Context: an optimization exercise on an open-source flow, tuned for small area, a short achievable clock period and few clock cycles per item. The choices shown serve that exercise and are no tape-out recipe. Function was checked by simulation only, so behaviour that the tests miss may differ from the original.

===== flow/flow/run.sh =====
#!/bin/bash
# Standard ORFS layout, with timing repair aiming below the clock period
# (setup repair margin 7.5 ns on the 11 ns clock).
set -e
export SETUP_SLACK_MARGIN=7.5
bash standard.sh > standard.log 2>&1

===== flow/standard.sh =====
#!/bin/bash
# synth_recipe.tcl (not shown) runs the flow's synth.tcl, then flattens the netlist and writes it again
# the make line also repeats each setting of config.mk as NAME=value (left out here)
make -C /OpenROAD-flow-scripts/flow DESIGN_CONFIG=/design/flow/config.mk WORK_HOME=/design/flow/orfs CLKGATE_MAP_FILE= SYNTH_SCRIPT=/design/flow/synth_recipe.tcl "${@:-finish}"

===== flow/config.mk =====
export PLATFORM = sky130hd
export DESIGN_NAME = Milestone_1
export DESIGN_NICKNAME = Milestone_1
export VERILOG_FILES = /design/flow/design.v
export SDC_FILE = /design/flow/constraint.sdc
export NUM_CORES = 4
export LEC_CHECK = 0
export CAP_MARGIN = 20
export CORE_MARGIN = 2
export CORE_UTILIZATION = 30
export SLEW_MARGIN = 20

===== flow/constraint.sdc =====
create_clock -name core_clock -period 11.0 [get_ports {clock}]
set_input_delay 2.2000 -clock core_clock [delete_from_list [all_inputs] [get_ports {clock}]]
set_output_delay 2.2000 -clock core_clock [all_outputs]
set_load 0.01 [all_outputs]

===== flow/design.v =====
module Milestone_1 (
		input logic clock,
		input logic resetn,
		input logic start,
		output logic done,
		input logic  [15:0] SRAM_read_data,
		output logic [15:0] SRAM_write_data,
		output logic SRAM_we_n,
		output logic [17:0] SRAM_address
);
localparam S_PEND = 2'd0, S_LO = 2'd1, S_HI = 2'd2, S_DUP = 2'd3;
localparam W_BR = 2'd0, W_GB = 2'd1, W_RG = 2'd2;
typedef struct packed {
	logic       shift;
	logic [1:0] src;
	logic       pend_ld, rdq_ld, yw_ld, qy_hi, qy_lo, evenld, qyt_ld, qu_f, qv_f, b0_ld;
	logic [1:0] wsel;
	logic       wr, rd_y, rd_u, rd_v, fin;
} ctl_t;
function automatic ctl_t decode(input logic [4:0] f, input logic [6:0] kk, input logic last);
	ctl_t d;
	logic k79, k78;
	k79 = (kk == 7'd79);
	k78 = (kk == 7'd78);
	d = '0;
	if (!k79) begin
		case (f)
			5'd1: begin d.shift = 1'b1; d.src = S_PEND; end
			5'd2: begin d.shift = 1'b1; d.src = S_LO; end
			5'd6, 5'd7: begin d.shift = 1'b1; d.src = k78 ? S_DUP : S_HI; end
			default: d.src = S_DUP;
		endcase
	end else begin
		case (f)
			5'd1, 5'd2, 5'd5, 5'd6, 5'd9, 5'd10, 5'd11, 5'd12: begin d.shift = 1'b1; d.src = S_DUP; end
			5'd7, 5'd8, 5'd15, 5'd16: begin d.shift = 1'b1; d.src = S_HI; end
			5'd13: begin d.shift = 1'b1; d.src = S_PEND; end
			5'd14: begin d.shift = 1'b1; d.src = S_LO; end
			default: d.src = S_DUP;
		endcase
	end
	d.pend_ld = (f == 5'd6) || (k79 && (f == 5'd7 || f == 5'd15));
	d.rdq_ld  = (f == 5'd2) || (f == 5'd6) || (k79 && (f == 5'd7 || f == 5'd14 || f == 5'd15));
	d.yw_ld   = (f == 5'd1) || (f == 5'd7) || (k79 && f == 5'd16);
	d.qy_hi   = (f == 5'd4) || (!k79 && f == 5'd9) || (k79 && f == 5'd18);
	d.qy_lo   = (f == 5'd0) || (f == 5'd5);
	d.evenld  = (f == 5'd0) || (f == 5'd5);
	d.qyt_ld  = (f == 5'd0) || (f == 5'd1) || (f == 5'd5) || (f == 5'd6);
	d.qu_f    = k79 ? (f == 5'd2 || f == 5'd6) : (f == 5'd2 || f == 5'd7);
	d.qv_f    = k79 ? (f == 5'd3 || f == 5'd7) : (f == 5'd3 || f == 5'd8);
	d.b0_ld   = (f == 5'd2) || (f == 5'd7);
	d.wsel    = (f == 5'd2 || f == 5'd7) ? W_RG : (f == 5'd1 || f == 5'd6 || f == 5'd10) ? W_GB : W_BR;
	d.wr      = (f == 5'd0 || f == 5'd1 || f == 5'd2 || f == 5'd5 || f == 5'd6 || f == 5'd7) ||
	            (k79 && last && (f == 5'd9 || f == 5'd10));
	d.rd_y    = k79 ? (f == 5'd13 || f == 5'd17) : (f == 5'd4 || f == 5'd8);
	d.rd_u    = k79 ? (f == 5'd3 || f == 5'd11 || f == 5'd18) : (f == 5'd9 && kk <= 7'd76);
	d.rd_v    = k79 ? (f == 5'd4 || f == 5'd12) : (f == 5'd3 && kk <= 7'd77);
	d.fin     = k79 && last && (f == 5'd10);
	decode = d;
endfunction
logic        run, pro;
logic [4:0]  fc;
logic [6:0]  k;
logic [15:0] ya, ucnt;
logic [16:0] wa;
ctl_t        q;
logic [7:0]  c [0:9];
logic [15:0] rd_q, yw;
logic [7:0]  pend;
logic [8:0]  fa, fb, fcs;
logic [8:0]  qu, qv;
logic [7:0]  qy8;
logic [24:0] qyt;
logic [11:0] rs, rc, gs, gc, bs, bc;
logic        rl, gl, bl;
logic        nu, nv;
logic [7:0]  b0;
wire k79     = (k == 7'd79);
wire lastrow = (ya == 16'd38400);
wire end_frame = k79 ? (fc == 5'd18) : (fc == 5'd9);
logic [4:0] nfc;
logic [6:0] nk;
always_comb begin
	if (!run) begin
		nfc = 5'd4;
		nk  = 7'd79;
	end else if (end_frame) begin
		nfc = 5'd0;
		nk  = k79 ? 7'd0 : k + 7'd1;
	end else begin
		nfc = fc + 5'd1;
		nk  = k;
	end
end
logic [7:0] nsmp;
always_comb begin
	case (q.src)
		S_PEND: nsmp = pend;
		S_LO:   nsmp = rd_q[7:0];
		S_HI:   nsmp = rd_q[15:8];
		default: nsmp = c[8];
	endcase
end
always_ff @(posedge clock) begin
	q <= decode(nfc, nk, lastrow && run);
	if (q.shift) begin
		for (int i = 0; i < 9; i++) c[i] <= c[i+1];
		c[9] <= nsmp;
	end
	fa  <= {1'b0, c[0]} + {1'b0, nsmp};
	fb  <= {1'b0, ~c[2]} + {1'b0, ~c[8]};
	fcs <= {1'b0, c[4]} + {1'b0, c[6]};
	if (q.pend_ld) pend <= rd_q[7:0];
	if (q.rdq_ld) rd_q <= SRAM_read_data;
	if (q.yw_ld) yw <= SRAM_read_data;
end
wire [16:0] ft;
m_filt u_filt (.a(fa), .b(fb), .c(fcs), .o(ft));
wire [8:0] fz = ft[16:8];
wire [24:0] ytv;
m_yt u_yt (.y(qy8), .o(ytv));
always_ff @(posedge clock) begin
	if (q.qy_hi) qy8 <= yw[15:8];
	else if (q.qy_lo) qy8 <= yw[7:0];
	if (q.evenld) begin
		qu <= {1'b0, c[4]} + 9'd104;
		qv <= {1'b0, c[5]} + 9'd104;
	end else begin
		if (q.qu_f) qu <= fz;
		if (q.qv_f) qv <= fz;
	end
	if (q.qyt_ld) qyt <= ytv;
end
wire [11:0] rs_w, rc_w, gs_w, gc_w, bs_w, bc_w;
wire        rl_w, gl_w, bl_w;
m_r u_r (.yt(qyt), .zv(qv), .hs(rs_w), .hc(rc_w), .cl(rl_w));
m_g u_g (.yt(qyt), .zu(qu), .zv(qv), .hs(gs_w), .hc(gc_w), .cl(gl_w));
m_b u_b (.yt(qyt), .zu(qu), .hs(bs_w), .hc(bc_w), .cl(bl_w));
always_ff @(posedge clock) begin
	rs <= rs_w; rc <= rc_w; rl <= rl_w;
	gs <= gs_w; gc <= gc_w; gl <= gl_w;
	bs <= bs_w; bc <= bc_w; bl <= bl_w;
	nu <= (qu < 9'd104);
	nv <= (qv < 9'd104);
end
function automatic [7:0] clip(input [11:0] s, input [11:0] cc, input ci, input [7:0] corr);
	logic [11:0] t;
	logic [7:0] top;
	t = s + cc + {11'd0, ci};
	top = {{4{t[11]}}, t[11:8]} + corr;
	clip = top[7] ? 8'd0 : ((|top[6:0]) ? 8'd255 : t[7:0]);
endfunction
wire [7:0] r8 = clip(rs, rc, rl, nv ? 8'h93 : 8'h00);
wire [7:0] g8 = clip(gs, gc, gl, (nu ? 8'he8 : 8'h00) + (nv ? 8'hdf : 8'h00));
wire [7:0] b8 = clip(bs, bc, bl, nu ? 8'h9b : 8'h00);
wire do_wr = q.wr && !pro;
logic [15:0] wdat;
always_comb begin
	case (q.wsel)
		W_RG: wdat = {r8, g8};
		W_GB: wdat = {g8, b8};
		default: wdat = {b0, r8};
	endcase
end
always_ff @(posedge clock) begin
	SRAM_write_data <= wdat;
	if (q.b0_ld) b0 <= b8;
	fc <= nfc;
	k  <= nk;
	if (!run) begin
		if (start) begin
			pro  <= 1'b1;
			ya   <= 16'd0;
			ucnt <= 16'd38400;
			wa   <= 17'd15872;
			SRAM_address <= 18'd38400;
		end
	end else begin
		if (k == 7'd0 && fc == 5'd1) pro <= 1'b0;
		if (do_wr) begin
			SRAM_address <= {1'b1, wa};
			wa <= wa + 17'd1;
		end else if (q.rd_y) begin
			SRAM_address <= {2'b0, ya};
			ya <= ya + 16'd1;
		end else if (q.rd_v) begin
			SRAM_address <= {1'b0, ucnt + 17'd19200};
			ucnt <= ucnt + 16'd1;
		end else begin
			SRAM_address <= {2'b0, ucnt};
		end
	end
end
always_ff @(posedge clock or negedge resetn) begin
	if (!resetn) begin
		run <= 1'b0;
		done <= 1'b0;
		SRAM_we_n <= 1'b1;
	end else begin
		done <= 1'b0;
		SRAM_we_n <= 1'b1;
		if (!run) begin
			if (start) run <= 1'b1;
		end else begin
			if (do_wr) SRAM_we_n <= 1'b0;
			if (q.fin) begin
				done <= 1'b1;
				run <= 1'b0;
			end
		end
	end
end
endmodule
module m_yt(input logic [7:0] y, output logic [24:0] o);
  wire t1 = y[7] ^ y[5]; wire t2 = y[7] & y[5];
  wire t3 = y[6] ^ y[4]; wire t4 = y[6] & y[4];
  wire t5 = y[7] ^ y[5]; wire t6 = y[7] & y[5];
  wire t7 = y[4] ^ y[2]; wire t8 = y[4] & y[2];
  wire t9 = y[5] ^ y[3] ^ y[1]; wire t10 = (y[5] & y[3]) | (y[5] & y[1]) | (y[3] & y[1]);
  wire t11 = y[6] ^ y[4] ^ y[2]; wire t12 = (y[6] & y[4]) | (y[6] & y[2]) | (y[4] & y[2]);
  wire t13 = y[3] ^ y[0] ^ 1'b1; wire t14 = (y[3] & y[0]) | (y[3] & 1'b1) | (y[0] & 1'b1);
  wire t15 = y[1] ^ 1'b1 ^ t2; wire t16 = (y[1] & 1'b1) | (y[1] & t2) | (1'b1 & t2);
  wire t17 = y[2] ^ 1'b1 ^ t4; wire t18 = (y[2] & 1'b1) | (y[2] & t4) | (1'b1 & t4);
  wire t19 = y[6] ^ y[3] ^ 1'b1; wire t20 = (y[6] & y[3]) | (y[6] & 1'b1) | (y[3] & 1'b1);
  wire t21 = y[7] ^ y[4]; wire t22 = y[7] & y[4];
  wire t23 = y[2] ^ y[0]; wire t24 = y[2] & y[0];
  wire t25 = y[3] ^ y[1] ^ 1'b1; wire t26 = (y[3] & y[1]) | (y[3] & 1'b1) | (y[1] & 1'b1);
  wire t27 = y[0] ^ 1'b1 ^ t7; wire t28 = (y[0] & 1'b1) | (y[0] & t7) | (1'b1 & t7);
  wire t29 = 1'b1 ^ t8 ^ t9; wire t30 = (1'b1 & t8) | (1'b1 & t9) | (t8 & t9);
  wire t31 = 1'b1 ^ t10 ^ t11; wire t32 = (1'b1 & t10) | (1'b1 & t11) | (t10 & t11);
  wire t33 = t1 ^ t12 ^ t13; wire t34 = (t1 & t12) | (t1 & t13) | (t12 & t13);
  wire t35 = t3 ^ t14 ^ t15; wire t36 = (t3 & t14) | (t3 & t15) | (t14 & t15);
  wire t37 = t5 ^ t16 ^ t17; wire t38 = (t5 & t16) | (t5 & t17) | (t16 & t17);
  wire t39 = t6 ^ t18 ^ t19; wire t40 = (t6 & t18) | (t6 & t19) | (t18 & t19);
  wire t41 = 1'b1 ^ t20 ^ t21; wire t42 = (1'b1 & t20) | (1'b1 & t21) | (t20 & t21);
  wire t43 = y[5] ^ 1'b1 ^ t22; wire t44 = (y[5] & 1'b1) | (y[5] & t22) | (1'b1 & t22);
  wire t45 = y[6] ^ 1'b1; wire t46 = y[6] & 1'b1;
  wire t47 = y[7] ^ 1'b1; wire t48 = y[7] & 1'b1;
  wire [24:0] ra = {1'b1, t46, t44, t42, t40, t38, t36, t34, t32, t30, t28, t26, t24, 1'b1, y[1], ~y[7], ~y[6], ~y[5], ~y[4], ~y[3], ~y[2], ~y[1], ~y[0], 1'b0, 1'b0};
  wire [24:0] rb = {t48, t47, t45, t43, t41, t39, t37, t35, t33, t31, t29, t27, t25, t23, 1'b1, y[0], 1'b0, 1'b0, 1'b0, 1'b0, 1'b0, 1'b0, 1'b1, 1'b0, 1'b0};
  assign o = ra + rb;
endmodule
module m_filt(input logic [8:0] a, input logic [8:0] b, input logic [8:0] c, output logic [16:0] o);
  wire t1 = a[7] ^ a[5]; wire t2 = a[7] & a[5];
  wire t3 = a[8] ^ a[6]; wire t4 = a[8] & a[6];
  wire t5 = a[4] ^ a[2]; wire t6 = a[4] & a[2];
  wire t7 = a[5] ^ a[3] ^ a[1]; wire t8 = (a[5] & a[3]) | (a[5] & a[1]) | (a[3] & a[1]);
  wire t9 = b[3] ^ ~b[1]; wire t10 = b[3] & ~b[1];
  wire t11 = a[6] ^ a[4] ^ a[2]; wire t12 = (a[6] & a[4]) | (a[6] & a[2]) | (a[4] & a[2]);
  wire t13 = b[4] ^ ~b[2] ^ b[0]; wire t14 = (b[4] & ~b[2]) | (b[4] & b[0]) | (~b[2] & b[0]);
  wire t15 = ~c[6] ^ c[1]; wire t16 = ~c[6] & c[1];
  wire t17 = a[3] ^ b[5] ^ ~b[3]; wire t18 = (a[3] & b[5]) | (a[3] & ~b[3]) | (b[5] & ~b[3]);
  wire t19 = b[1] ^ ~c[7] ^ c[2]; wire t20 = (b[1] & ~c[7]) | (b[1] & c[2]) | (~c[7] & c[2]);
  wire t21 = c[0] ^ 1'b1 ^ t1; wire t22 = (c[0] & 1'b1) | (c[0] & t1) | (1'b1 & t1);
  wire t23 = a[4] ^ b[6] ^ ~b[4]; wire t24 = (a[4] & b[6]) | (a[4] & ~b[4]) | (b[6] & ~b[4]);
  wire t25 = b[2] ^ ~c[8] ^ c[3]; wire t26 = (b[2] & ~c[8]) | (b[2] & c[3]) | (~c[8] & c[3]);
  wire t27 = c[1] ^ t2 ^ t3; wire t28 = (c[1] & t2) | (c[1] & t3) | (t2 & t3);
  wire t29 = a[7] ^ a[5] ^ b[7]; wire t30 = (a[7] & a[5]) | (a[7] & b[7]) | (a[5] & b[7]);
  wire t31 = ~b[5] ^ b[3] ^ c[4]; wire t32 = (~b[5] & b[3]) | (~b[5] & c[4]) | (b[3] & c[4]);
  wire t33 = c[2] ^ 1'b1 ^ t4; wire t34 = (c[2] & 1'b1) | (c[2] & t4) | (1'b1 & t4);
  wire t35 = a[8] ^ a[6] ^ b[8]; wire t36 = (a[8] & a[6]) | (a[8] & b[8]) | (a[6] & b[8]);
  wire t37 = ~b[6] ^ b[4] ^ c[5]; wire t38 = (~b[6] & b[4]) | (~b[6] & c[5]) | (b[4] & c[5]);
  wire t39 = c[3] ^ 1'b1; wire t40 = c[3] & 1'b1;
  wire t41 = a[7] ^ ~b[7] ^ b[5]; wire t42 = (a[7] & ~b[7]) | (a[7] & b[5]) | (~b[7] & b[5]);
  wire t43 = c[6] ^ c[4]; wire t44 = c[6] & c[4];
  wire t45 = a[8] ^ ~b[8] ^ b[6]; wire t46 = (a[8] & ~b[8]) | (a[8] & b[6]) | (~b[8] & b[6]);
  wire t47 = a[3] ^ a[1]; wire t48 = a[3] & a[1];
  wire t49 = a[0] ^ b[2] ^ ~b[0]; wire t50 = (a[0] & b[2]) | (a[0] & ~b[0]) | (b[2] & ~b[0]);
  wire t51 = ~c[4] ^ 1'b1; wire t52 = ~c[4] & 1'b1;
  wire t53 = ~c[5] ^ c[0] ^ 1'b1; wire t54 = (~c[5] & c[0]) | (~c[5] & 1'b1) | (c[0] & 1'b1);
  wire t55 = t6 ^ t7 ^ t9; wire t56 = (t6 & t7) | (t6 & t9) | (t7 & t9);
  wire t57 = 1'b1 ^ t8 ^ t10; wire t58 = (1'b1 & t8) | (1'b1 & t10) | (t8 & t10);
  wire t59 = t11 ^ t13 ^ t15; wire t60 = (t11 & t13) | (t11 & t15) | (t13 & t15);
  wire t61 = t12 ^ t14 ^ t16; wire t62 = (t12 & t14) | (t12 & t16) | (t14 & t16);
  wire t63 = t17 ^ t19 ^ t21; wire t64 = (t17 & t19) | (t17 & t21) | (t19 & t21);
  wire t65 = t18 ^ t20 ^ t22; wire t66 = (t18 & t20) | (t18 & t22) | (t20 & t22);
  wire t67 = t23 ^ t25 ^ t27; wire t68 = (t23 & t25) | (t23 & t27) | (t25 & t27);
  wire t69 = t24 ^ t26 ^ t28; wire t70 = (t24 & t26) | (t24 & t28) | (t26 & t28);
  wire t71 = t29 ^ t31 ^ t33; wire t72 = (t29 & t31) | (t29 & t33) | (t31 & t33);
  wire t73 = t30 ^ t32 ^ t34; wire t74 = (t30 & t32) | (t30 & t34) | (t32 & t34);
  wire t75 = t35 ^ t37 ^ t39; wire t76 = (t35 & t37) | (t35 & t39) | (t37 & t39);
  wire t77 = 1'b1 ^ t36 ^ t38; wire t78 = (1'b1 & t36) | (1'b1 & t38) | (t36 & t38);
  wire t79 = t40 ^ t41 ^ t43; wire t80 = (t40 & t41) | (t40 & t43) | (t41 & t43);
  wire t81 = c[7] ^ c[5] ^ 1'b1; wire t82 = (c[7] & c[5]) | (c[7] & 1'b1) | (c[5] & 1'b1);
  wire t83 = t42 ^ t44 ^ t45; wire t84 = (t42 & t44) | (t42 & t45) | (t44 & t45);
  wire t85 = b[7] ^ c[8] ^ c[6]; wire t86 = (b[7] & c[8]) | (b[7] & c[6]) | (c[8] & c[6]);
  wire t87 = a[2] ^ a[0]; wire t88 = a[2] & a[0];
  wire t89 = b[1] ^ ~c[3] ^ 1'b1; wire t90 = (b[1] & ~c[3]) | (b[1] & 1'b1) | (~c[3] & 1'b1);
  wire t91 = t5 ^ t48 ^ t49; wire t92 = (t5 & t48) | (t5 & t49) | (t48 & t49);
  wire t93 = t50 ^ t52 ^ t53; wire t94 = (t50 & t52) | (t50 & t53) | (t52 & t53);
  wire t95 = t54 ^ t56 ^ t57; wire t96 = (t54 & t56) | (t54 & t57) | (t56 & t57);
  wire t97 = t58 ^ t60 ^ t61; wire t98 = (t58 & t60) | (t58 & t61) | (t60 & t61);
  wire t99 = t62 ^ t64 ^ t65; wire t100 = (t62 & t64) | (t62 & t65) | (t64 & t65);
  wire t101 = t66 ^ t68 ^ t69; wire t102 = (t66 & t68) | (t66 & t69) | (t68 & t69);
  wire t103 = t70 ^ t72 ^ t73; wire t104 = (t70 & t72) | (t70 & t73) | (t72 & t73);
  wire t105 = t74 ^ t76 ^ t77; wire t106 = (t74 & t76) | (t74 & t77) | (t76 & t77);
  wire t107 = t78 ^ t80 ^ t81; wire t108 = (t78 & t80) | (t78 & t81) | (t80 & t81);
  wire t109 = t46 ^ t82 ^ t84; wire t110 = (t46 & t82) | (t46 & t84) | (t82 & t84);
  wire t111 = b[8] ^ c[7] ^ 1'b1; wire t112 = (b[8] & c[7]) | (b[8] & 1'b1) | (c[7] & 1'b1);
  wire t113 = a[0] ^ ~c[0]; wire t114 = a[0] & ~c[0];
  wire t115 = a[1] ^ ~c[1]; wire t116 = a[1] & ~c[1];
  wire t117 = b[0] ^ ~c[2] ^ t87; wire t118 = (b[0] & ~c[2]) | (b[0] & t87) | (~c[2] & t87);
  wire t119 = t47 ^ t88 ^ t89; wire t120 = (t47 & t88) | (t47 & t89) | (t88 & t89);
  wire t121 = t51 ^ t90 ^ t91; wire t122 = (t51 & t90) | (t51 & t91) | (t90 & t91);
  wire t123 = t55 ^ t92 ^ t93; wire t124 = (t55 & t92) | (t55 & t93) | (t92 & t93);
  wire t125 = t59 ^ t94 ^ t95; wire t126 = (t59 & t94) | (t59 & t95) | (t94 & t95);
  wire t127 = t63 ^ t96 ^ t97; wire t128 = (t63 & t96) | (t63 & t97) | (t96 & t97);
  wire t129 = t67 ^ t98 ^ t99; wire t130 = (t67 & t98) | (t67 & t99) | (t98 & t99);
  wire t131 = t71 ^ t100 ^ t101; wire t132 = (t71 & t100) | (t71 & t101) | (t100 & t101);
  wire t133 = t75 ^ t102 ^ t103; wire t134 = (t75 & t102) | (t75 & t103) | (t102 & t103);
  wire t135 = t79 ^ t104 ^ t105; wire t136 = (t79 & t104) | (t79 & t105) | (t104 & t105);
  wire t137 = t83 ^ t106 ^ t107; wire t138 = (t83 & t106) | (t83 & t107) | (t106 & t107);
  wire t139 = t85 ^ t108 ^ t109; wire t140 = (t85 & t108) | (t85 & t109) | (t108 & t109);
  wire t141 = t86 ^ t110 ^ t111; wire t142 = (t86 & t110) | (t86 & t111) | (t110 & t111);
  wire t143 = c[8] ^ 1'b1 ^ t112; wire t144 = (c[8] & 1'b1) | (c[8] & t112) | (1'b1 & t112);
  wire [16:0] ra = {1'b1, t142, t140, t138, t136, t134, t132, t130, t128, t126, t124, t122, t120, t118, t116, t114, 1'b1};
  wire [16:0] rb = {t144, t143, t141, t139, t137, t135, t133, t131, t129, t127, t125, t123, t121, t119, t117, t115, t113};
  assign o = ra + rb;
endmodule
module m_r(input logic [24:0] yt, input logic [8:0] zv, output logic [11:0] hs, output logic [11:0] hc, output logic cl);
  wire t1 = yt[7] ^ ~zv[7]; wire t2 = yt[7] & ~zv[7];
  wire t3 = yt[8] ^ ~zv[8] ^ zv[6]; wire t4 = (yt[8] & ~zv[8]) | (yt[8] & zv[6]) | (~zv[8] & zv[6]);
  wire t5 = zv[4] ^ zv[1]; wire t6 = zv[4] & zv[1];
  wire t7 = yt[9] ^ zv[7] ^ zv[5]; wire t8 = (yt[9] & zv[7]) | (yt[9] & zv[5]) | (zv[7] & zv[5]);
  wire t9 = yt[10] ^ zv[8]; wire t10 = yt[10] & zv[8];
  wire t11 = yt[11] ^ zv[7]; wire t12 = yt[11] & zv[7];
  wire t13 = yt[12] ^ zv[8]; wire t14 = yt[12] & zv[8];
  wire t15 = yt[13] ^ zv[6] ^ ~zv[2]; wire t16 = (yt[13] & zv[6]) | (yt[13] & ~zv[2]) | (zv[6] & ~zv[2]);
  wire t17 = yt[14] ^ zv[7]; wire t18 = yt[14] & zv[7];
  wire t19 = yt[15] ^ zv[8] ^ ~zv[4]; wire t20 = (yt[15] & zv[8]) | (yt[15] & ~zv[4]) | (zv[8] & ~zv[4]);
  wire t21 = zv[2] ^ ~zv[0]; wire t22 = zv[2] & ~zv[0];
  wire t23 = yt[16] ^ ~zv[5] ^ zv[3]; wire t24 = (yt[16] & ~zv[5]) | (yt[16] & zv[3]) | (~zv[5] & zv[3]);
  wire t25 = ~zv[1] ^ 1'b1; wire t26 = ~zv[1] & 1'b1;
  wire t27 = yt[17] ^ ~zv[6] ^ zv[4]; wire t28 = (yt[17] & ~zv[6]) | (yt[17] & zv[4]) | (~zv[6] & zv[4]);
  wire t29 = ~zv[2] ^ zv[0] ^ 1'b1; wire t30 = (~zv[2] & zv[0]) | (~zv[2] & 1'b1) | (zv[0] & 1'b1);
  wire t31 = yt[18] ^ ~zv[7] ^ zv[5]; wire t32 = (yt[18] & ~zv[7]) | (yt[18] & zv[5]) | (~zv[7] & zv[5]);
  wire t33 = ~zv[3] ^ zv[1]; wire t34 = ~zv[3] & zv[1];
  wire t35 = yt[19] ^ ~zv[8] ^ zv[6]; wire t36 = (yt[19] & ~zv[8]) | (yt[19] & zv[6]) | (~zv[8] & zv[6]);
  wire t37 = ~zv[4] ^ zv[2] ^ 1'b1; wire t38 = (~zv[4] & zv[2]) | (~zv[4] & 1'b1) | (zv[2] & 1'b1);
  wire t39 = yt[20] ^ zv[7] ^ ~zv[5]; wire t40 = (yt[20] & zv[7]) | (yt[20] & ~zv[5]) | (zv[7] & ~zv[5]);
  wire t41 = yt[21] ^ zv[8] ^ ~zv[6]; wire t42 = (yt[21] & zv[8]) | (yt[21] & ~zv[6]) | (zv[8] & ~zv[6]);
  wire t43 = yt[22] ^ ~zv[7]; wire t44 = yt[22] & ~zv[7];
  wire t45 = yt[3] ^ ~zv[3]; wire t46 = yt[3] & ~zv[3];
  wire t47 = yt[4] ^ ~zv[4] ^ zv[2]; wire t48 = (yt[4] & ~zv[4]) | (yt[4] & zv[2]) | (~zv[4] & zv[2]);
  wire t49 = yt[5] ^ ~zv[5] ^ zv[3]; wire t50 = (yt[5] & ~zv[5]) | (yt[5] & zv[3]) | (~zv[5] & zv[3]);
  wire t51 = yt[6] ^ ~zv[6] ^ zv[4]; wire t52 = (yt[6] & ~zv[6]) | (yt[6] & zv[4]) | (~zv[6] & zv[4]);
  wire t53 = zv[5] ^ zv[3] ^ zv[0]; wire t54 = (zv[5] & zv[3]) | (zv[5] & zv[0]) | (zv[3] & zv[0]);
  wire t55 = 1'b1 ^ t2 ^ t3; wire t56 = (1'b1 & t2) | (1'b1 & t3) | (t2 & t3);
  wire t57 = zv[2] ^ t4 ^ t6; wire t58 = (zv[2] & t4) | (zv[2] & t6) | (t4 & t6);
  wire t59 = zv[6] ^ zv[3] ^ t8; wire t60 = (zv[6] & zv[3]) | (zv[6] & t8) | (zv[3] & t8);
  wire t61 = zv[4] ^ ~zv[0] ^ t10; wire t62 = (zv[4] & ~zv[0]) | (zv[4] & t10) | (~zv[0] & t10);
  wire t63 = zv[5] ^ ~zv[1] ^ t12; wire t64 = (zv[5] & ~zv[1]) | (zv[5] & t12) | (~zv[1] & t12);
  wire t65 = zv[0] ^ 1'b1 ^ t14; wire t66 = (zv[0] & 1'b1) | (zv[0] & t14) | (1'b1 & t14);
  wire t67 = ~zv[3] ^ zv[1] ^ t16; wire t68 = (~zv[3] & zv[1]) | (~zv[3] & t16) | (zv[1] & t16);
  wire t69 = 1'b1 ^ t18 ^ t19; wire t70 = (1'b1 & t18) | (1'b1 & t19) | (t18 & t19);
  wire t71 = t20 ^ t22 ^ t23; wire t72 = (t20 & t22) | (t20 & t23) | (t22 & t23);
  wire t73 = t24 ^ t26 ^ t27; wire t74 = (t24 & t26) | (t24 & t27) | (t26 & t27);
  wire t75 = t28 ^ t30 ^ t31; wire t76 = (t28 & t30) | (t28 & t31) | (t30 & t31);
  wire t77 = t32 ^ t34 ^ t35; wire t78 = (t32 & t34) | (t32 & t35) | (t34 & t35);
  wire t79 = zv[3] ^ t36 ^ t38; wire t80 = (zv[3] & t36) | (zv[3] & t38) | (t36 & t38);
  wire t81 = zv[4] ^ 1'b1 ^ t40; wire t82 = (zv[4] & 1'b1) | (zv[4] & t40) | (1'b1 & t40);
  wire t83 = zv[5] ^ 1'b1 ^ t42; wire t84 = (zv[5] & 1'b1) | (zv[5] & t42) | (1'b1 & t42);
  wire t85 = yt[23] ^ ~zv[8] ^ zv[6]; wire t86 = (yt[23] & ~zv[8]) | (yt[23] & zv[6]) | (~zv[8] & zv[6]);
  wire t87 = yt[24] ^ zv[7]; wire t88 = yt[24] & zv[7];
  wire t89 = yt[0] ^ ~zv[0]; wire t90 = yt[0] & ~zv[0];
  wire t91 = yt[1] ^ ~zv[1]; wire t92 = yt[1] & ~zv[1];
  wire t93 = yt[2] ^ ~zv[2] ^ zv[0]; wire t94 = (yt[2] & ~zv[2]) | (yt[2] & zv[0]) | (~zv[2] & zv[0]);
  wire t95 = zv[1] ^ 1'b1 ^ t45; wire t96 = (zv[1] & 1'b1) | (zv[1] & t45) | (1'b1 & t45);
  wire t97 = zv[0] ^ t46 ^ t47; wire t98 = (zv[0] & t46) | (zv[0] & t47) | (t46 & t47);
  wire t99 = zv[1] ^ t48 ^ t49; wire t100 = (zv[1] & t48) | (zv[1] & t49) | (t48 & t49);
  wire t101 = zv[2] ^ t50 ^ t51; wire t102 = (zv[2] & t50) | (zv[2] & t51) | (t50 & t51);
  wire t103 = t1 ^ t52 ^ t53; wire t104 = (t1 & t52) | (t1 & t53) | (t52 & t53);
  wire t105 = t5 ^ t54 ^ t55; wire t106 = (t5 & t54) | (t5 & t55) | (t54 & t55);
  wire t107 = t7 ^ t56 ^ t57; wire t108 = (t7 & t56) | (t7 & t57) | (t56 & t57);
  wire t109 = t9 ^ t58 ^ t59; wire t110 = (t9 & t58) | (t9 & t59) | (t58 & t59);
  wire t111 = t11 ^ t60 ^ t61; wire t112 = (t11 & t60) | (t11 & t61) | (t60 & t61);
  wire t113 = t13 ^ t62 ^ t63; wire t114 = (t13 & t62) | (t13 & t63) | (t62 & t63);
  wire t115 = t15 ^ t64 ^ t65; wire t116 = (t15 & t64) | (t15 & t65) | (t64 & t65);
  wire t117 = t17 ^ t66 ^ t67; wire t118 = (t17 & t66) | (t17 & t67) | (t66 & t67);
  wire t119 = t21 ^ t68 ^ t69; wire t120 = (t21 & t68) | (t21 & t69) | (t68 & t69);
  wire t121 = t25 ^ t70 ^ t71; wire t122 = (t25 & t70) | (t25 & t71) | (t70 & t71);
  wire t123 = t29 ^ t72 ^ t73; wire t124 = (t29 & t72) | (t29 & t73) | (t72 & t73);
  wire t125 = t33 ^ t74 ^ t75; wire t126 = (t33 & t74) | (t33 & t75) | (t74 & t75);
  wire t127 = t37 ^ t76 ^ t77; wire t128 = (t37 & t76) | (t37 & t77) | (t76 & t77);
  wire t129 = t39 ^ t78 ^ t79; wire t130 = (t39 & t78) | (t39 & t79) | (t78 & t79);
  wire t131 = t41 ^ t80 ^ t81; wire t132 = (t41 & t80) | (t41 & t81) | (t80 & t81);
  wire t133 = t43 ^ t82 ^ t83; wire t134 = (t43 & t82) | (t43 & t83) | (t82 & t83);
  wire t135 = t44 ^ t84 ^ t85; wire t136 = (t44 & t84) | (t44 & t85) | (t84 & t85);
  wire t137 = 1'b1 ^ t86 ^ t87; wire t138 = (1'b1 & t86) | (1'b1 & t87) | (t86 & t87);
  wire t139 = zv[8] ^ t88; wire t140 = zv[8] & t88;
  wire [27:0] ra = {1'b1, 1'b1, t138, t136, t134, t132, t130, t128, t126, t124, t122, t120, t118, t116, t114, t112, t110, t108, t106, t104, t102, t100, t98, t96, t94, t92, t90, 1'b1};
  wire [27:0] rb = {1'b0, t140, t139, t137, t135, t133, t131, t129, t127, t125, t123, t121, t119, t117, t115, t113, t111, t109, t107, t105, t103, t101, t99, t97, t95, t93, t91, t89};
  wire [16:0] lsum = {1'b0, ra[15:0]} + {1'b0, rb[15:0]};
  assign cl = lsum[16];
  assign hs = ra[27:16];
  assign hc = rb[27:16];
endmodule
module m_g(input logic [24:0] yt, input logic [8:0] zu, input logic [8:0] zv, output logic [11:0] hs, output logic [11:0] hc, output logic cl);
  wire t1 = yt[15] ^ ~zu[5]; wire t2 = yt[15] & ~zu[5];
  wire t3 = yt[16] ^ ~zu[6] ^ zu[3]; wire t4 = (yt[16] & ~zu[6]) | (yt[16] & zu[3]) | (~zu[6] & zu[3]);
  wire t5 = ~zu[1] ^ ~zv[4]; wire t6 = ~zu[1] & ~zv[4];
  wire t7 = yt[17] ^ ~zu[7] ^ zu[4]; wire t8 = (yt[17] & ~zu[7]) | (yt[17] & zu[4]) | (~zu[7] & zu[4]);
  wire t9 = ~zu[2] ^ ~zv[5]; wire t10 = ~zu[2] & ~zv[5];
  wire t11 = yt[18] ^ ~zu[8] ^ zu[5]; wire t12 = (yt[18] & ~zu[8]) | (yt[18] & zu[5]) | (~zu[8] & zu[5]);
  wire t13 = ~zu[3] ^ ~zv[6] ^ zv[4]; wire t14 = (~zu[3] & ~zv[6]) | (~zu[3] & zv[4]) | (~zv[6] & zv[4]);
  wire t15 = yt[19] ^ zu[6] ^ ~zu[4]; wire t16 = (yt[19] & zu[6]) | (yt[19] & ~zu[4]) | (zu[6] & ~zu[4]);
  wire t17 = ~zv[7] ^ zv[5]; wire t18 = ~zv[7] & zv[5];
  wire t19 = yt[20] ^ zu[7] ^ ~zu[5]; wire t20 = (yt[20] & zu[7]) | (yt[20] & ~zu[5]) | (zu[7] & ~zu[5]);
  wire t21 = ~zv[8] ^ zv[6]; wire t22 = ~zv[8] & zv[6];
  wire t23 = yt[21] ^ zu[8]; wire t24 = yt[21] & zu[8];
  wire t25 = yt[5] ^ zu[2] ^ ~zu[0]; wire t26 = (yt[5] & zu[2]) | (yt[5] & ~zu[0]) | (zu[2] & ~zu[0]);
  wire t27 = yt[6] ^ zu[3] ^ ~zu[1]; wire t28 = (yt[6] & zu[3]) | (yt[6] & ~zu[1]) | (zu[3] & ~zu[1]);
  wire t29 = yt[7] ^ zu[4] ^ ~zu[2]; wire t30 = (yt[7] & zu[4]) | (yt[7] & ~zu[2]) | (zu[4] & ~zu[2]);
  wire t31 = yt[8] ^ zu[5] ^ ~zu[3]; wire t32 = (yt[8] & zu[5]) | (yt[8] & ~zu[3]) | (zu[5] & ~zu[3]);
  wire t33 = yt[9] ^ zu[6] ^ ~zu[4]; wire t34 = (yt[9] & zu[6]) | (yt[9] & ~zu[4]) | (zu[6] & ~zu[4]);
  wire t35 = yt[10] ^ zu[7] ^ ~zu[5]; wire t36 = (yt[10] & zu[7]) | (yt[10] & ~zu[5]) | (zu[7] & ~zu[5]);
  wire t37 = ~zu[0] ^ ~zv[5]; wire t38 = ~zu[0] & ~zv[5];
  wire t39 = yt[11] ^ zu[8] ^ ~zu[6]; wire t40 = (yt[11] & zu[8]) | (yt[11] & ~zu[6]) | (zu[8] & ~zu[6]);
  wire t41 = ~zu[1] ^ ~zv[6]; wire t42 = ~zu[1] & ~zv[6];
  wire t43 = yt[12] ^ ~zu[7] ^ ~zu[2]; wire t44 = (yt[12] & ~zu[7]) | (yt[12] & ~zu[2]) | (~zu[7] & ~zu[2]);
  wire t45 = ~zv[7] ^ ~zv[0]; wire t46 = ~zv[7] & ~zv[0];
  wire t47 = yt[13] ^ ~zu[8] ^ ~zu[3]; wire t48 = (yt[13] & ~zu[8]) | (yt[13] & ~zu[3]) | (~zu[8] & ~zu[3]);
  wire t49 = zu[0] ^ ~zv[8] ^ ~zv[1]; wire t50 = (zu[0] & ~zv[8]) | (zu[0] & ~zv[1]) | (~zv[8] & ~zv[1]);
  wire t51 = yt[14] ^ ~zu[4] ^ zu[1]; wire t52 = (yt[14] & ~zu[4]) | (yt[14] & zu[1]) | (~zu[4] & zu[1]);
  wire t53 = ~zv[2] ^ zv[0] ^ 1'b1; wire t54 = (~zv[2] & zv[0]) | (~zv[2] & 1'b1) | (zv[0] & 1'b1);
  wire t55 = zu[2] ^ ~zu[0] ^ ~zv[3]; wire t56 = (zu[2] & ~zu[0]) | (zu[2] & ~zv[3]) | (~zu[0] & ~zv[3]);
  wire t57 = zv[1] ^ 1'b1 ^ t1; wire t58 = (zv[1] & 1'b1) | (zv[1] & t1) | (1'b1 & t1);
  wire t59 = zv[2] ^ ~zv[0] ^ 1'b1; wire t60 = (zv[2] & ~zv[0]) | (zv[2] & 1'b1) | (~zv[0] & 1'b1);
  wire t61 = t2 ^ t3 ^ t5; wire t62 = (t2 & t3) | (t2 & t5) | (t3 & t5);
  wire t63 = zv[3] ^ ~zv[1] ^ t4; wire t64 = (zv[3] & ~zv[1]) | (zv[3] & t4) | (~zv[1] & t4);
  wire t65 = t6 ^ t7 ^ t9; wire t66 = (t6 & t7) | (t6 & t9) | (t7 & t9);
  wire t67 = ~zv[2] ^ 1'b1 ^ t8; wire t68 = (~zv[2] & 1'b1) | (~zv[2] & t8) | (1'b1 & t8);
  wire t69 = t10 ^ t11 ^ t13; wire t70 = (t10 & t11) | (t10 & t13) | (t11 & t13);
  wire t71 = ~zv[3] ^ 1'b1 ^ t12; wire t72 = (~zv[3] & 1'b1) | (~zv[3] & t12) | (1'b1 & t12);
  wire t73 = t14 ^ t15 ^ t17; wire t74 = (t14 & t15) | (t14 & t17) | (t15 & t17);
  wire t75 = ~zv[4] ^ 1'b1 ^ t16; wire t76 = (~zv[4] & 1'b1) | (~zv[4] & t16) | (1'b1 & t16);
  wire t77 = t18 ^ t19 ^ t21; wire t78 = (t18 & t19) | (t18 & t21) | (t19 & t21);
  wire t79 = ~zu[6] ^ zv[7] ^ ~zv[5]; wire t80 = (~zu[6] & zv[7]) | (~zu[6] & ~zv[5]) | (zv[7] & ~zv[5]);
  wire t81 = t20 ^ t22 ^ t23; wire t82 = (t20 & t22) | (t20 & t23) | (t22 & t23);
  wire t83 = yt[22] ^ ~zu[7] ^ zv[8]; wire t84 = (yt[22] & ~zu[7]) | (yt[22] & zv[8]) | (~zu[7] & zv[8]);
  wire t85 = ~zv[6] ^ 1'b1 ^ t24; wire t86 = (~zv[6] & 1'b1) | (~zv[6] & t24) | (1'b1 & t24);
  wire t87 = yt[23] ^ ~zu[8] ^ ~zv[7]; wire t88 = (yt[23] & ~zu[8]) | (yt[23] & ~zv[7]) | (~zu[8] & ~zv[7]);
  wire t89 = yt[3] ^ zu[0]; wire t90 = yt[3] & zu[0];
  wire t91 = yt[4] ^ zu[1]; wire t92 = yt[4] & zu[1];
  wire t93 = ~zv[5] ^ ~zv[0] ^ 1'b1; wire t94 = (~zv[5] & ~zv[0]) | (~zv[5] & 1'b1) | (~zv[0] & 1'b1);
  wire t95 = ~zv[6] ^ ~zv[1] ^ t26; wire t96 = (~zv[6] & ~zv[1]) | (~zv[6] & t26) | (~zv[1] & t26);
  wire t97 = ~zv[7] ^ ~zv[2] ^ t28; wire t98 = (~zv[7] & ~zv[2]) | (~zv[7] & t28) | (~zv[2] & t28);
  wire t99 = ~zv[8] ^ ~zv[3] ^ t30; wire t100 = (~zv[8] & ~zv[3]) | (~zv[8] & t30) | (~zv[3] & t30);
  wire t101 = ~zv[4] ^ 1'b1 ^ t32; wire t102 = (~zv[4] & 1'b1) | (~zv[4] & t32) | (1'b1 & t32);
  wire t103 = 1'b1 ^ t34 ^ t35; wire t104 = (1'b1 & t34) | (1'b1 & t35) | (t34 & t35);
  wire t105 = t36 ^ t38 ^ t39; wire t106 = (t36 & t38) | (t36 & t39) | (t38 & t39);
  wire t107 = t40 ^ t42 ^ t43; wire t108 = (t40 & t42) | (t40 & t43) | (t42 & t43);
  wire t109 = t44 ^ t46 ^ t47; wire t110 = (t44 & t46) | (t44 & t47) | (t46 & t47);
  wire t111 = t48 ^ t50 ^ t51; wire t112 = (t48 & t50) | (t48 & t51) | (t50 & t51);
  wire t113 = t52 ^ t54 ^ t55; wire t114 = (t52 & t54) | (t52 & t55) | (t54 & t55);
  wire t115 = t56 ^ t58 ^ t59; wire t116 = (t56 & t58) | (t56 & t59) | (t58 & t59);
  wire t117 = t60 ^ t62 ^ t63; wire t118 = (t60 & t62) | (t60 & t63) | (t62 & t63);
  wire t119 = t64 ^ t66 ^ t67; wire t120 = (t64 & t66) | (t64 & t67) | (t66 & t67);
  wire t121 = t68 ^ t70 ^ t71; wire t122 = (t68 & t70) | (t68 & t71) | (t70 & t71);
  wire t123 = t72 ^ t74 ^ t75; wire t124 = (t72 & t74) | (t72 & t75) | (t74 & t75);
  wire t125 = t76 ^ t78 ^ t79; wire t126 = (t76 & t78) | (t76 & t79) | (t78 & t79);
  wire t127 = t80 ^ t82 ^ t83; wire t128 = (t80 & t82) | (t80 & t83) | (t82 & t83);
  wire t129 = 1'b1 ^ t84 ^ t86; wire t130 = (1'b1 & t84) | (1'b1 & t86) | (t84 & t86);
  wire t131 = yt[24] ^ ~zv[8] ^ 1'b1; wire t132 = (yt[24] & ~zv[8]) | (yt[24] & 1'b1) | (~zv[8] & 1'b1);
  wire t133 = yt[0] ^ ~zv[0]; wire t134 = yt[0] & ~zv[0];
  wire t135 = yt[1] ^ ~zv[1]; wire t136 = yt[1] & ~zv[1];
  wire t137 = yt[2] ^ ~zv[2]; wire t138 = yt[2] & ~zv[2];
  wire t139 = ~zv[3] ^ 1'b1 ^ t89; wire t140 = (~zv[3] & 1'b1) | (~zv[3] & t89) | (1'b1 & t89);
  wire t141 = ~zv[4] ^ t90 ^ t91; wire t142 = (~zv[4] & t90) | (~zv[4] & t91) | (t90 & t91);
  wire t143 = t25 ^ t92 ^ t93; wire t144 = (t25 & t92) | (t25 & t93) | (t92 & t93);
  wire t145 = t27 ^ t94 ^ t95; wire t146 = (t27 & t94) | (t27 & t95) | (t94 & t95);
  wire t147 = t29 ^ t96 ^ t97; wire t148 = (t29 & t96) | (t29 & t97) | (t96 & t97);
  wire t149 = t31 ^ t98 ^ t99; wire t150 = (t31 & t98) | (t31 & t99) | (t98 & t99);
  wire t151 = t33 ^ t100 ^ t101; wire t152 = (t33 & t100) | (t33 & t101) | (t100 & t101);
  wire t153 = t37 ^ t102 ^ t103; wire t154 = (t37 & t102) | (t37 & t103) | (t102 & t103);
  wire t155 = t41 ^ t104 ^ t105; wire t156 = (t41 & t104) | (t41 & t105) | (t104 & t105);
  wire t157 = t45 ^ t106 ^ t107; wire t158 = (t45 & t106) | (t45 & t107) | (t106 & t107);
  wire t159 = t49 ^ t108 ^ t109; wire t160 = (t49 & t108) | (t49 & t109) | (t108 & t109);
  wire t161 = t53 ^ t110 ^ t111; wire t162 = (t53 & t110) | (t53 & t111) | (t110 & t111);
  wire t163 = t57 ^ t112 ^ t113; wire t164 = (t57 & t112) | (t57 & t113) | (t112 & t113);
  wire t165 = t61 ^ t114 ^ t115; wire t166 = (t61 & t114) | (t61 & t115) | (t114 & t115);
  wire t167 = t65 ^ t116 ^ t117; wire t168 = (t65 & t116) | (t65 & t117) | (t116 & t117);
  wire t169 = t69 ^ t118 ^ t119; wire t170 = (t69 & t118) | (t69 & t119) | (t118 & t119);
  wire t171 = t73 ^ t120 ^ t121; wire t172 = (t73 & t120) | (t73 & t121) | (t120 & t121);
  wire t173 = t77 ^ t122 ^ t123; wire t174 = (t77 & t122) | (t77 & t123) | (t122 & t123);
  wire t175 = t81 ^ t124 ^ t125; wire t176 = (t81 & t124) | (t81 & t125) | (t124 & t125);
  wire t177 = t85 ^ t126 ^ t127; wire t178 = (t85 & t126) | (t85 & t127) | (t126 & t127);
  wire t179 = t87 ^ t128 ^ t129; wire t180 = (t87 & t128) | (t87 & t129) | (t128 & t129);
  wire t181 = t88 ^ t130 ^ t131; wire t182 = (t88 & t130) | (t88 & t131) | (t130 & t131);
  wire [27:0] ra = {1'b1, 1'b1, t132, t180, t178, t176, t174, t172, t170, t168, t166, t164, t162, t160, t158, t156, t154, t152, t150, t148, t146, t144, t142, t140, t138, t136, t134, 1'b1};
  wire [27:0] rb = {1'b0, 1'b0, t182, t181, t179, t177, t175, t173, t171, t169, t167, t165, t163, t161, t159, t157, t155, t153, t151, t149, t147, t145, t143, t141, t139, t137, t135, t133};
  wire [16:0] lsum = {1'b0, ra[15:0]} + {1'b0, rb[15:0]};
  assign cl = lsum[16];
  assign hs = ra[27:16];
  assign hc = rb[27:16];
endmodule
module m_b(input logic [24:0] yt, input logic [8:0] zu, output logic [11:0] hs, output logic [11:0] hc, output logic cl);
  wire t1 = yt[6] ^ ~zu[6]; wire t2 = yt[6] & ~zu[6];
  wire t3 = yt[7] ^ ~zu[7] ^ ~zu[5]; wire t4 = (yt[7] & ~zu[7]) | (yt[7] & ~zu[5]) | (~zu[7] & ~zu[5]);
  wire t5 = zu[2] ^ zu[0]; wire t6 = zu[2] & zu[0];
  wire t7 = yt[8] ^ ~zu[8] ^ ~zu[6]; wire t8 = (yt[8] & ~zu[8]) | (yt[8] & ~zu[6]) | (~zu[8] & ~zu[6]);
  wire t9 = zu[3] ^ zu[1] ^ 1'b1; wire t10 = (zu[3] & zu[1]) | (zu[3] & 1'b1) | (zu[1] & 1'b1);
  wire t11 = yt[9] ^ ~zu[7] ^ zu[4]; wire t12 = (yt[9] & ~zu[7]) | (yt[9] & zu[4]) | (~zu[7] & zu[4]);
  wire t13 = yt[10] ^ ~zu[8] ^ zu[5]; wire t14 = (yt[10] & ~zu[8]) | (yt[10] & zu[5]) | (~zu[8] & zu[5]);
  wire t15 = yt[11] ^ zu[6] ^ zu[4]; wire t16 = (yt[11] & zu[6]) | (yt[11] & zu[4]) | (zu[6] & zu[4]);
  wire t17 = yt[12] ^ zu[7]; wire t18 = yt[12] & zu[7];
  wire t19 = yt[13] ^ zu[8] ^ zu[6]; wire t20 = (yt[13] & zu[8]) | (yt[13] & zu[6]) | (zu[8] & zu[6]);
  wire t21 = yt[2] ^ ~zu[2]; wire t22 = yt[2] & ~zu[2];
  wire t23 = yt[3] ^ ~zu[3] ^ ~zu[1]; wire t24 = (yt[3] & ~zu[3]) | (yt[3] & ~zu[1]) | (~zu[3] & ~zu[1]);
  wire t25 = yt[4] ^ ~zu[4]; wire t26 = yt[4] & ~zu[4];
  wire t27 = yt[5] ^ ~zu[5] ^ ~zu[3]; wire t28 = (yt[5] & ~zu[5]) | (yt[5] & ~zu[3]) | (~zu[5] & ~zu[3]);
  wire t29 = ~zu[4] ^ zu[1] ^ 1'b1; wire t30 = (~zu[4] & zu[1]) | (~zu[4] & 1'b1) | (zu[1] & 1'b1);
  wire t31 = 1'b1 ^ t2 ^ t3; wire t32 = (1'b1 & t2) | (1'b1 & t3) | (t2 & t3);
  wire t33 = t4 ^ t6 ^ t7; wire t34 = (t4 & t6) | (t4 & t7) | (t6 & t7);
  wire t35 = zu[2] ^ t8 ^ t10; wire t36 = (zu[2] & t8) | (zu[2] & t10) | (t8 & t10);
  wire t37 = zu[3] ^ zu[0] ^ t12; wire t38 = (zu[3] & zu[0]) | (zu[3] & t12) | (zu[0] & t12);
  wire t39 = zu[1] ^ 1'b1 ^ t14; wire t40 = (zu[1] & 1'b1) | (zu[1] & t14) | (1'b1 & t14);
  wire t41 = zu[5] ^ zu[2] ^ t16; wire t42 = (zu[5] & zu[2]) | (zu[5] & t16) | (zu[2] & t16);
  wire t43 = zu[3] ^ 1'b1 ^ t18; wire t44 = (zu[3] & 1'b1) | (zu[3] & t18) | (1'b1 & t18);
  wire t45 = yt[14] ^ zu[7] ^ zu[4]; wire t46 = (yt[14] & zu[7]) | (yt[14] & zu[4]) | (zu[7] & zu[4]);
  wire t47 = yt[15] ^ zu[8]; wire t48 = yt[15] & zu[8];
  wire t49 = yt[16] ^ zu[6]; wire t50 = yt[16] & zu[6];
  wire t51 = yt[17] ^ zu[7]; wire t52 = yt[17] & zu[7];
  wire t53 = yt[18] ^ zu[8]; wire t54 = yt[18] & zu[8];
  wire t55 = yt[19] ^ zu[2]; wire t56 = yt[19] & zu[2];
  wire t57 = yt[20] ^ zu[3]; wire t58 = yt[20] & zu[3];
  wire t59 = yt[0] ^ ~zu[0]; wire t60 = yt[0] & ~zu[0];
  wire t61 = yt[1] ^ ~zu[1]; wire t62 = yt[1] & ~zu[1];
  wire t63 = ~zu[0] ^ 1'b1 ^ t21; wire t64 = (~zu[0] & 1'b1) | (~zu[0] & t21) | (1'b1 & t21);
  wire t65 = 1'b1 ^ t22 ^ t23; wire t66 = (1'b1 & t22) | (1'b1 & t23) | (t22 & t23);
  wire t67 = ~zu[2] ^ t24 ^ t25; wire t68 = (~zu[2] & t24) | (~zu[2] & t25) | (t24 & t25);
  wire t69 = zu[0] ^ t26 ^ t27; wire t70 = (zu[0] & t26) | (zu[0] & t27) | (t26 & t27);
  wire t71 = t1 ^ t28 ^ t29; wire t72 = (t1 & t28) | (t1 & t29) | (t28 & t29);
  wire t73 = t5 ^ t30 ^ t31; wire t74 = (t5 & t30) | (t5 & t31) | (t30 & t31);
  wire t75 = t9 ^ t32 ^ t33; wire t76 = (t9 & t32) | (t9 & t33) | (t32 & t33);
  wire t77 = t11 ^ t34 ^ t35; wire t78 = (t11 & t34) | (t11 & t35) | (t34 & t35);
  wire t79 = t13 ^ t36 ^ t37; wire t80 = (t13 & t36) | (t13 & t37) | (t36 & t37);
  wire t81 = t15 ^ t38 ^ t39; wire t82 = (t15 & t38) | (t15 & t39) | (t38 & t39);
  wire t83 = t17 ^ t40 ^ t41; wire t84 = (t17 & t40) | (t17 & t41) | (t40 & t41);
  wire t85 = t19 ^ t42 ^ t43; wire t86 = (t19 & t42) | (t19 & t43) | (t42 & t43);
  wire t87 = t20 ^ t44 ^ t45; wire t88 = (t20 & t44) | (t20 & t45) | (t44 & t45);
  wire t89 = zu[5] ^ t46 ^ t47; wire t90 = (zu[5] & t46) | (zu[5] & t47) | (t46 & t47);
  wire t91 = 1'b1 ^ t48 ^ t49; wire t92 = (1'b1 & t48) | (1'b1 & t49) | (t48 & t49);
  wire t93 = zu[0] ^ t50 ^ t51; wire t94 = (zu[0] & t50) | (zu[0] & t51) | (t50 & t51);
  wire t95 = zu[1] ^ t52 ^ t53; wire t96 = (zu[1] & t52) | (zu[1] & t53) | (t52 & t53);
  wire t97 = 1'b1 ^ t54 ^ t55; wire t98 = (1'b1 & t54) | (1'b1 & t55) | (t54 & t55);
  wire t99 = 1'b1 ^ t56 ^ t57; wire t100 = (1'b1 & t56) | (1'b1 & t57) | (t56 & t57);
  wire t101 = yt[21] ^ zu[4] ^ t58; wire t102 = (yt[21] & zu[4]) | (yt[21] & t58) | (zu[4] & t58);
  wire t103 = yt[22] ^ zu[5]; wire t104 = yt[22] & zu[5];
  wire t105 = yt[23] ^ zu[6]; wire t106 = yt[23] & zu[6];
  wire t107 = yt[24] ^ zu[7]; wire t108 = yt[24] & zu[7];
  wire t109 = zu[8] ^ 1'b1; wire t110 = zu[8] & 1'b1;
  wire [27:0] ra = {1'b1, 1'b1, t108, t106, t104, t102, t100, t98, t96, t94, t92, t90, t88, t86, t84, t82, t80, t78, t76, t74, t72, t70, t68, t66, t64, t62, t60, 1'b1};
  wire [27:0] rb = {1'b0, t110, t109, t107, t105, t103, t101, t99, t97, t95, t93, t91, t89, t87, t85, t83, t81, t79, t77, t75, t73, t71, t69, t67, t65, t63, t61, t59};
  wire [16:0] lsum = {1'b0, ra[15:0]} + {1'b0, rb[15:0]};
  assign cl = lsum[16];
  assign hs = ra[27:16];
  assign hc = rb[27:16];
endmodule

==> impl_metrics.tcl, run 1 <==
set metrics [dict create \
    io_buffer_count 54 \
    post_cts_hold_buffer_count 0 \
    drc 0 \
    worst_hold_path.num_cells 0 \
    clock_tree.root_cell "sky130_fd_sc_hd__clkbuf_16" \
    postSynthNetCount 2831 \
    grt_usage_pct 12.7 \
    synthesis.area_mm2 0.0258 \
    htree_num_levels 2 \
    timing.final.crit_share_pct 40.3 \
    dp_hpwl_mm 41.7 \
    post_synth_cell_types 85 \
    fmax_mhz 225 \
    drtIter0Drc 912 \
    initial_core_util_pct 30.3 \
    final_nets 2968 \
    outcome "finished clean" \
    synth-seq-cells 388 \
    n_antenna_cell 0 \
    vias_per_cell 4.51 \
    hold_path.class "reg -> reg" \
    die_h_um 297 \
    fp.dieW_um 297 \
    cts_buffers 42 \
    synth.yosys.seq_area_share_pct 39.7 \
    max-slew-margin-rel_pct 29.6 \
    critical_path.reg2reg.startpoint "gl$_DFF_P_" \
    clk_path_buf_depth 3 \
    hp-start "c[7][6]$_DFFE_PP_" \
    synth-warning-count 2 \
    worst_pin_slew_ns 1.06 \
    fillCellCount 8418 \
    drv.max_cap_violation_count 0 \
    reg2reg_setup_slack_ns 6.56 \
    post_synth.cell_area_avg_um2 11.0 \
    finalHoldWorstSlack_ns 0.415 \
    layout_commonest_cell "sky130_fd_sc_hd__inv_1" \
    wire_length_of_the_first_global_routing_pass_mm 90.5 \
    critPathMaxFanout 7 \
    avgRoutedWirePerCell_um 15.2 \
    grt_antenna_before_repair 0 \
    insertion_delay_ns 0.57 \
    timing.rr.end "SRAM_write_data[0]$_DFF_P_" \
    final_layout_size_suffix_gt1_share_pct 13.9 \
    cp-end-kind "flip-flop" \
    worst-r2r-cell-count 19 \
    count_of_pins_over_their_slew_limit 0 \
    number_of_endpoints_failing_setup_at_the_final_stage 0 \
    criticalPathCategory "reg -> reg" \
    number_of_enable_type_register_cells_in_the_synthesized_netlist 245 \
    syn_inst 2337 \
    detail_route.first_pass.iterations 7 \
    core_region_area_mm2 0.0851 \
    sinks_on_clock_net 388 \
    synth_top_area_share_pct 28.5 \
    design.die.area_mm2 0.0884 \
    startpoint_type_of_the_worst_setup_path "flip-flop" \
    timing.final.hold_violations 0 \
    core.rowCount 107 \
    num_vias 16500 \
    place_congestion 0.856 \
    postSynth.asyncResetShare_pct 0.773 \
    clk_pin_slew_worst_paths_ns 0.07 \
    design.portCount 55 \
    hold_path_end "c[6][6]$_DFFE_PP_" \
    grt_pass1_vias 16900 \
    synth_area_leaders "sky130_fd_sc_hd__edfxtp_1, sky130_fd_sc_hd__fa_1, sky130_fd_sc_hd__ha_1, sky130_fd_sc_hd__dfxtp_1, sky130_fd_sc_hd__inv_1" \
    arrival_ns 4.93 \
    grt_max_degree 81 \
    finalWirelength_mm 55.4 \
    worstPathRequired_ns 11.49 \
    final_core_util_pct 35.8 \
    ys_dominant_reg_cell "sky130_fd_sc_hd__edfxtp_1" \
    rsz0062_at_grt "true" \
    cts_tree "done" \
    grt_overflow 0 \
    postRouteAntennaNets 0 \
    clock-skew-final_ns 0.0159 \
    area_growth_pct 18.3 \
    layout.cells.most_common_list "sky130_fd_sc_hd__inv_1, sky130_fd_sc_hd__ha_1, sky130_fd_sc_hd__edfxtp_1" \
    fin_tns_setup_ns 0 \
    netlist.top_cell.by_area "sky130_fd_sc_hd__edfxtp_1" \
    fin_crit_ns 4.44 \
]
## logic make-up after synthesis
kind of cell,share of synthesized area [%]
AOI/OAI and AO/OA,9.71
xor gates and xnor gates,4.07
adders and majority gates,29.1
buffers and inverters,7.37
DFF,39.7
muxes,1.70
and+or+nand+nor,8.37
## worst max-delay path, cell delays in order (launching register included)
cell                        delay [ns]
sky130_fd_sc_hd__dfxtp_2          0.32
sky130_fd_sc_hd__fa_2             0.40
sky130_fd_sc_hd__a21o_1           0.19
sky130_fd_sc_hd__a211oi_2         0.20
sky130_fd_sc_hd__nor2_2           0.07
sky130_fd_sc_hd__o41ai_2          0.28
sky130_fd_sc_hd__o21bai_1         0.14
sky130_fd_sc_hd__a21oi_2          0.18
sky130_fd_sc_hd__inv_2            0.06
sky130_fd_sc_hd__a21oi_4          0.17
sky130_fd_sc_hd__fa_2             0.49
sky130_fd_sc_hd__ha_4             0.26
sky130_fd_sc_hd__nor2b_4          0.12
sky130_fd_sc_hd__o21a_1           0.21
sky130_fd_sc_hd__o21a_1           0.22
sky130_fd_sc_hd__or4_4            0.50
sky130_fd_sc_hd__nand3_4          0.13
sky130_fd_sc_hd__and3_4           0.24
sky130_fd_sc_hd__o21ai_1          0.09
sky130_fd_sc_hd__o2111ai_1        0.09
## cells in the mapped netlist (16+ instances only)
library cell and count:
sky130_fd_sc_hd__nand3_1 52, sky130_fd_sc_hd__clkbuf_1 37, sky130_fd_sc_hd__xor2_1 39, sky130_fd_sc_hd__nand2_1 112, sky130_fd_sc_hd__o2111ai_1 16, sky130_fd_sc_hd__and3_1 22
sky130_fd_sc_hd__ha_1 266, sky130_fd_sc_hd__dfxtp_1 140, sky130_fd_sc_hd__nor3_1 30, sky130_fd_sc_hd__xnor2_1 81, sky130_fd_sc_hd__a21o_1 32, sky130_fd_sc_hd__a211oi_1 16
sky130_fd_sc_hd__fa_1 209, sky130_fd_sc_hd__nor2_1 122, sky130_fd_sc_hd__o21ai_0 80, sky130_fd_sc_hd__o21a_1 29, sky130_fd_sc_hd__a21oi_1 94, sky130_fd_sc_hd__o211ai_1 26
sky130_fd_sc_hd__or3_1 16, sky130_fd_sc_hd__inv_1 451, sky130_fd_sc_hd__edfxtp_1 245
## sequential cells by signal, summed over array words and instances, names as in the netlist, 10 cells and up
name,cells
gs,10
q,18
rs,10
bs,10
qyt,23
gc,10
rc,11
SRAM_write_data,16
wa,17
ucnt,16
bc,11
ya,16
yw,16
SRAM_address,18
rd_q,16
c,80
## worst max-delay path by stage
stage | start | to | slack (ns)
finish | gl$_DFF_P_ | SRAM_write_data[0]$_DFF_P_ | 6.56
global route | gl$_DFF_P_ | SRAM_write_data[11]$_DFF_P_ | 6.31
CTS | gl$_DFF_P_ | SRAM_write_data[6]$_DFF_P_ | 6.58
detailed placement | gs[0]$_DFF_P_ | SRAM_write_data[7]$_DFF_P_ | 6.23
global placement | gs[0]$_DFF_P_ | SRAM_write_data[15]$_DFF_P_ | 6.29
floorplan | gs[0]$_DFF_P_ | SRAM_write_data[0]$_DFF_P_ | 6.69
## area by class of cell
class	instances	area, um^2	area share [%]
Inverter	452	1730	5.66
Multi-Input combinational cell	1449	14400	47.2
Clock inverter	25	302	0.988
Timing Repair Buffer	141	1180	3.87
Tap cell	1144	1430	4.69
Clock buffer	53	1200	3.95
Sequential cell	388	10300	33.7
## metrics by stage
stage	cell area (um^2)	setup WS (ns)	std cells
6_report	30500	6.56	3652
5_1_grt	30500	6.31	3652
4_1_cts	29900	6.58	3613
3_5_place_dp	27800	6.23	3495
3_3_place_gp	27800	6.29	3495
2_1_floorplan	26000	6.69	2337
## per-layer routing
layer / up-vias / share of wire (%) / GRT usage (%)
li1: 8161 / - / -
met1: 7924 / 48 / 17.4
met2: 309 / 46 / 21.0
met3: 75 / 4.3 / 2.07
met4: 0 / 2.1 / 3.03
met5: - / 0 / 0
## what timing repair did
action                                  CTS  global route
gates cloned                              1             0
endpoints found under the setup margin   86            51
resized for setup                       128            64
setup buffers                            39            39
pin swaps                                31            44
Testbench counts, summed over its fixed seeds: cycles 1,553,344, images 8.
==> run 2, diff against run 1 <==
==> flow/run.sh (new file) <==
#!/bin/bash
# synth_recipe.tcl (not shown) runs the flow's synth.tcl, then flattens the netlist and writes it again
# the make line also repeats each setting of config.mk as NAME=value (left out here)
make -C /OpenROAD-flow-scripts/flow DESIGN_CONFIG=/design/flow/config.mk WORK_HOME=/design/flow/orfs CLKGATE_MAP_FILE= SYNTH_SCRIPT=/design/flow/synth_recipe.tcl finish
removed: flow/flow/run.sh
removed: flow/standard.sh
==> run 2 against run 1 <==
Effect of this change: still clean on timing, DRC and antenna; register-to-register slack got worse by 0.99 ns; global-route usage decreased by 0.21 points; largest cell class unchanged; highest routed layer unchanged.
==> impl_metrics.tcl, run 2 <==
set metrics [dict create \
    cells_resized_by_post_cts_repair 0 \
    fp.dieW_um 297 \
    avgRoutedWirePerCell_um 15.3 \
    syn_inst 2337 \
    finalWirelength_mm 54.8 \
    io_buffer_count 54 \
    core_region_area_mm2 0.0851 \
    final_layout_size_suffix_gt1_share_pct 5.34 \
    critPathLaunch "gs[0]$_DFF_P_" \
    timing.final.crit_share_pct 49.3 \
    vias_per_cell 4.56 \
    outcome "finished clean" \
    largest_register_ff_count 80 \
    synth-warning-count 2 \
    cts_buffers 45 \
    final_core_util_pct 34.4 \
    sinks_on_clock_net 388 \
    synth-seq-cells 388 \
    insertion_delay_ns 0.57 \
    critical_path.reg2reg.startpoint "gs[0]$_DFF_P_" \
    ys_dominant_reg_cell "sky130_fd_sc_hd__edfxtp_1" \
    post_synth_cell_types 85 \
    fin_tns_setup_ns 0 \
    n_antenna_cell 0 \
    initial_core_util_pct 30.3 \
    postRouteAntennaNets 0 \
    clk_pin_slew_worst_paths_ns 0.06 \
    grt_overflow 0 \
    drv.max_cap_violation_count 0 \
    fillCellCount 8568 \
    clock_tree.root_cell "sky130_fd_sc_hd__clkbuf_16" \
    number_of_enable_type_register_cells_in_the_synthesized_netlist 245 \
    count_of_pins_over_their_slew_limit 0 \
    criticalPathCategory "reg -> reg" \
    postSynthNetCount 2831 \
    fin_crit_ns 5.42 \
    hp-start "c[1][0]$_DFFE_PP_" \
    num_vias 16300 \
    hold_path.class "reg -> reg" \
    startpoint_type_of_the_worst_setup_path "flip-flop" \
    rsz0062_at_grt "false" \
    synth.yosys.seq_area_share_pct 39.7 \
    largestRegisters "c x80, qyt x23" \
    core.rowCount 107 \
    max-slew-margin-rel_pct 32.6 \
    post_cts_hold_buffer_count 0 \
    postSynth.asyncResetShare_pct 0.773 \
    clock-skew-final_ns 0.0142 \
]
-- run 2: routing by layer --
metal	part of all wire [%]	GRT usage (%)
met1	48	17.2
met2	46	20.3
met3	4.0	2.05
met4	2.2	3.46
met5	0	0
-- run 2: cell families (layout without fill, tap and decap cells) --
kind of cell | count (synthesis) | after routing | synth area share, %
adder cells (fa/ha/maj) | 475 | 475 | 29.1
AO/OA/AOI/OAI | 377 | 377 | 9.71
AND/OR/NAND/NOR | 444 | 444 | 8.37
flip-flops | 388 | 388 | 39.7
buffers and inverters | 501 | 598 | 7.37
XOR/XNOR | 120 | 120 | 4.07
multiplexers | 32 | 32 | 1.70
-- run 2: path summary, 6_finish.rpt --
check / endpoint / slack [ns] / cells past startpoint
hold / removal: c[0][0]$_DFFE_PP_ / 0.42 / 0
setup reg to reg: SRAM_write_data[6]$_DFF_P_ / 5.58 / 19
hold reg to reg: c[0][0]$_DFFE_PP_ / 0.42 / 0
max in group asynchronous: SRAM_we_n$_DFF_PN1_ / 8.97 / 1
setup / recovery: SRAM_write_data[6]$_DFF_P_ / 5.58 / 19
min in group asynchronous: run$_DFF_PN0_ / 1.81 / 1
-- run 2: cell type report --
type	instances	area share, %
multi-input combinational	1448	46.8
inverter	452	5.80
clock inverter	25	1.15
timing repair buffer	63	2.08
sequential	388	35.0
clock buffer	58	4.33
tap	1144	4.89
-- run 2: worst max-delay path, stage by stage (launching register included) --
cell                       delay (ns)
sky130_fd_sc_hd__dfxtp_1         0.32
sky130_fd_sc_hd__fa_1            0.45
sky130_fd_sc_hd__a21o_1          0.19
sky130_fd_sc_hd__a211oi_1        0.23
sky130_fd_sc_hd__nor2_1          0.10
sky130_fd_sc_hd__o41ai_1         0.41
sky130_fd_sc_hd__o21bai_1        0.11
sky130_fd_sc_hd__a21oi_1         0.24
sky130_fd_sc_hd__inv_1           0.07
sky130_fd_sc_hd__a21oi_1         0.39
sky130_fd_sc_hd__fa_1            0.56
sky130_fd_sc_hd__ha_1            0.38
sky130_fd_sc_hd__nor2b_1         0.15
sky130_fd_sc_hd__o21a_1          0.19
sky130_fd_sc_hd__o21a_1          0.20
sky130_fd_sc_hd__or4_1           0.46
sky130_fd_sc_hd__nand3_1         0.33
sky130_fd_sc_hd__and3_1          0.32
sky130_fd_sc_hd__o21ai_0         0.12
sky130_fd_sc_hd__o211ai_1        0.12
-- run 2: stage by stage --
step	hold WS, ns	setup slack (ns)	std cells
2_1_floorplan	0.400	6.18	2337
3_3_place_gp	0.401	5.62	3495
3_5_place_dp	0.405	5.63	3495
4_1_cts	0.417	5.58	3578
5_1_grt	0.427	5.21	3578
6_report	0.415	5.58	3578

port drivers added, routing unchanged:
How much do the figures lean on ideal ports? The routed layouts below were timed once more, with nothing changed but the port constraints. Step 1 sets driving cells, clkbuf_16 on the clock port and buf_2 on the other inputs (assumed; they add their load-dependent delay and slew). Step 2 moves the port delays by t, midway between the first and last clock arrival at a register: inputs arrive t later, outputs are due t later. That takes back most of the time a late clock gives input paths. a / b / c = ideal / step 1 / step 2; a / b = the first two.
run | shift t [ns] | setup WS [ns] | worst setup path at the end
run 1 | 0.620 | 6.563 / 6.563 / 6.563 | register to register
run 2 | 0.617 | 5.575 / 5.575 / 5.575 | register to register
After both steps setup and hold are still met in every run listed.
